What follows belongs to an exercise in optimizing a design on an open flow for small area; a production flow would make more cautious choices. In this exercise RTL edits were held to simulation tests only and were not proved equivalent to the original.

// parking_meter
module parking_meter(
input		clk,
input		rst,
input		rst1,
input		rst2,
input		add1,
input		add2,
input		add3,
input		add4,
output	[3:0]	val1,
output	[3:0]	val2,
output	[3:0]	val3,
output	[3:0]	val4,
output	[6:0]	led_seg,
output		a1,a2,a3,a4
);
clock: 12.0 ns
lec_check: 0
cap_margin: 20
core_margin: 2
core_utilization: 40
slew_margin: 20
run.sh (not shown) runs the stock make flow with config.mk's settings and CLKGATE_MAP_FILE= SYNTH_SCRIPT=/design/flow/synth_recipe.tcl, a recipe that flattens the netlist after the stock synthesis.
The baseline completed without violations.
Then changed:
==> flow/flow/run.sh (new file) <==
#!/bin/bash
# Standard ORFS layout with two changes: the port buffers are the smallest
# buffer, and CTS inserts no dummy loads and uses small clock buffers.
set -euo pipefail
cd "$(dirname "$0")/.."
export BUFFER_PORTS_ARGS="-buffer_cell sky130_fd_sc_hd__buf_1"
export CTS_ARGS="-sink_clustering_enable -repair_clock_nets -dont_use_dummy_load -buf_list sky130_fd_sc_hd__clkbuf_4 -root_buf sky130_fd_sc_hd__clkbuf_4"
bash standard.sh > standard.log 2>&1
==> flow/standard.sh (new file) <==
#!/bin/bash
# synth_recipe.tcl (not shown) runs the flow's synth.tcl, then flattens the netlist and writes it again
# the make line also repeats each setting of config.mk as NAME=value (left out here)
make -C /OpenROAD-flow-scripts/flow DESIGN_CONFIG=/design/flow/config.mk WORK_HOME=/design/flow/orfs CLKGATE_MAP_FILE= SYNTH_SCRIPT=/design/flow/synth_recipe.tcl "${@:-finish}"
removed: flow/run.sh
- The new run finished with timing, DRC and antenna clean
- flip-flop and latch count does not change
- worst setup slack is better by 0.49 ns
- cell area shrinks by 9.2%
- fmax goes up by 11%
- worst hold slack gains 0.0081 ns
- via count decreases by about 1%

before:
parking_meter, a different RTL version from the one above (not shown whole).
Size in the first run: roughly 190 cells after synthesis, about 33 flip-flops, about 35 I/O pins, ~1600 um2 of cells after synthesis.
==> flow/config.mk <==
export PLATFORM = sky130hd
export DESIGN_NAME = parking_meter
export DESIGN_NICKNAME = parking_meter
export VERILOG_FILES = /design/flow/design.v
export SDC_FILE = /design/flow/constraint.sdc
export NUM_CORES = 4
export LEC_CHECK = 0
export CAP_MARGIN = 20
export CORE_MARGIN = 2
export CORE_UTILIZATION = 40
export SLEW_MARGIN = 20
==> flow/constraint.sdc <==
create_clock -name core_clock -period 12.0 [get_ports {clk}]
set_input_delay 2.4000 -clock core_clock [delete_from_list [all_inputs] [get_ports {clk}]]
set_output_delay 2.4000 -clock core_clock [all_outputs]
set_load 0.01 [all_outputs]
standard.sh (not shown) runs the stock make flow with config.mk's settings and CLKGATE_MAP_FILE= SYNTH_SCRIPT=/design/flow/synth_recipe.tcl, a recipe that flattens the netlist after the stock synthesis.
==> flow/flow/run.sh <==
#!/bin/bash
# Standard ORFS layout (the standard.sh) with these changes:
#  - synthesis is the standard synthesis, except that abc maps the logic
#    with an area-oriented script (flow/area.abc) and yosys does not map
#    adders to half/full-adder cells first; registers are untouched;
#  - the port buffers are the smallest buffer (buf_1);
#  - CTS inserts no dummy loads and uses clkbuf_4 clock buffers.
# Each tool's full output stays in the ORFS logs under orfs/logs/, and the
# make output in standard.log.
set -euo pipefail
cd "$(dirname "$0")/.."
W=$PWD
{
  cat <<'TCL'
# point the abc call of ORFS's synth.tcl at flow/area.abc
proc _area_abc_args {name1 name2 op} {
  upvar #0 abc_args a
  set i [lsearch -exact $a -script]
  if {$i >= 0 && [lindex $a [expr {$i + 1}]] ne $::env(AREA_ABC_SCRIPT)} {
    lset a [expr {$i + 1}] $::env(AREA_ABC_SCRIPT)
  }
}
trace add variable ::abc_args write _area_abc_args
TCL
  cat synth_recipe.tcl
} > area_synth.tcl
sed "s#SYNTH_SCRIPT=[^ ]*#SYNTH_SCRIPT=$W/area_synth.tcl ADDER_MAP_FILE=#" standard.sh > area_standard.sh
grep -q "SYNTH_SCRIPT=$W/area_synth.tcl ADDER_MAP_FILE=" area_standard.sh
export AREA_ABC_SCRIPT="$W/flow/area.abc"
export BUFFER_PORTS_ARGS="-buffer_cell sky130_fd_sc_hd__buf_1"
export CTS_ARGS="-sink_clustering_enable -repair_clock_nets -dont_use_dummy_load -buf_list sky130_fd_sc_hd__clkbuf_4 -root_buf sky130_fd_sc_hd__clkbuf_4"
bash area_standard.sh > standard.log 2>&1
grep -q "abc -script $W/flow/area.abc" orfs/logs/*/parking_meter/base/1_2_yosys.log
==> flow/flow/area.abc <==
strash
&get -n
&deepsyn -I 8 -J 100
&dch -f
&nf -p -R 1000 -F 8 -A 8
&put
topo
before ran to completion and came out clean on the timing, design-rule and antenna checks.
> inputs changed (before -> after)
==> flow/flow/area.abc <==
strash
&get -n
&deepsyn -I 4 -J 50
&put
dch -f
amap -m -F 200 -A 50
topo
## What came out
- Non-clock buffering overhead in the final layout on after is up relative to before.
- Compared after vs before, and final worst-path cycle share is down in after.
- Measured against each other, before and after differ in complex-gate fraction of the synthesized area, the lower figure coming from before.
- Total routed wirelength, after vs before: up by a few percent
- after vs before, delay of the slowest critical-path stage went down by 0.37 ns.
- before has higher register fraction of the total cell area than after.

parking_meter, a different RTL version from the one above (not shown whole).
For scale: roughly 33 flip-flops, ~35 I/O pins, about 1700 sq um of cells after synthesis.
clock: 12.0 ns
lec_check: 0
cap_margin: 20
core_margin: 2
core_utilization: 40
slew_margin: 20
==> flow/flow/area.abc <==
strash
&get -n
&deepsyn -I 4 -J 50
&put
dch -f
amap -m -F 200 -A 50
topo
Scripts as last shown in full above: flow/flow/run.sh
The first run finished with timing, DRC and antenna clean.
==> next run, changes <==
--- a/flow/flow/run.sh
+++ b/flow/flow/run.sh
@@ -29,5 +29,5 @@
 export AREA_ABC_SCRIPT="$W/flow/area.abc"
 export BUFFER_PORTS_ARGS="-buffer_cell sky130_fd_sc_hd__buf_1"
-export CTS_ARGS="-sink_clustering_enable -repair_clock_nets -dont_use_dummy_load -buf_list sky130_fd_sc_hd__clkbuf_4 -root_buf sky130_fd_sc_hd__clkbuf_4"
+export CTS_ARGS="-sink_clustering_enable -repair_clock_nets -dont_use_dummy_load -sink_clustering_size 50 -sink_clustering_max_diameter 500 -buf_list sky130_fd_sc_hd__clkbuf_8 -root_buf sky130_fd_sc_hd__clkbuf_8"
 bash area_standard.sh > standard.log 2>&1
 grep -q "abc -script $W/flow/area.abc" orfs/logs/*/parking_meter/base/1_2_yosys.log
After rerunning: The changed run ran to the end with no violations; routed wire length falls by about 0.9%; synthesized cell count does not change; cell area rises by about 1.6%; setup slack loses 0.039 ns; sequential cell count stays the same; sequential share of layout area falls by 0.56 points; global-route usage rises by 0.17 points; hold slack loses 0.0044 ns; register-to-register slack gains 0.05 ns; first-iteration DRC count falls by 7.8%.

-- separate check: timing with driven ports --
In the flow no input, the clock included, has a driving cell. The finished layouts below were timed again as built, in two steps. Step 1 sets driving cells, clkbuf_16 on the clock port and buf_2 on the other inputs (assumed; they add their load-dependent delay and slew). Step 2 also shifts input and output timing later by t, the mid clock arrival at the registers, as if the neighbouring blocks saw the same clock. a / b / c = ideal / step 1 / step 2; a / b = the first two.
run	t (ns)	setup WS [ns]	hold slack, ns	worst setup path after step 2
the first run of note 1	0.311	6.920 / 6.927 / 6.616	0.505 / 0.505 / 0.505	input to register
the second run of note 1	0.351	7.407 / 7.412 / 7.062	0.513 / 0.513 / 0.513	input to register
before	0.344	6.657 / 6.663 / 6.319	0.430 / 0.430 / 0.430	input to register
after	0.348	7.197 / 7.200 / 6.852	0.407 / 0.407 / 0.407	input to register
the first run of note 3	0.343	5.682 / 5.685 / 5.342	0.417 / 0.417 / 0.417	input to register
the second run of note 3	0.297	5.643 / 5.648 / 5.351	0.413 / 0.413 / 0.413	input to register
After both steps setup and hold are still met in every run listed.
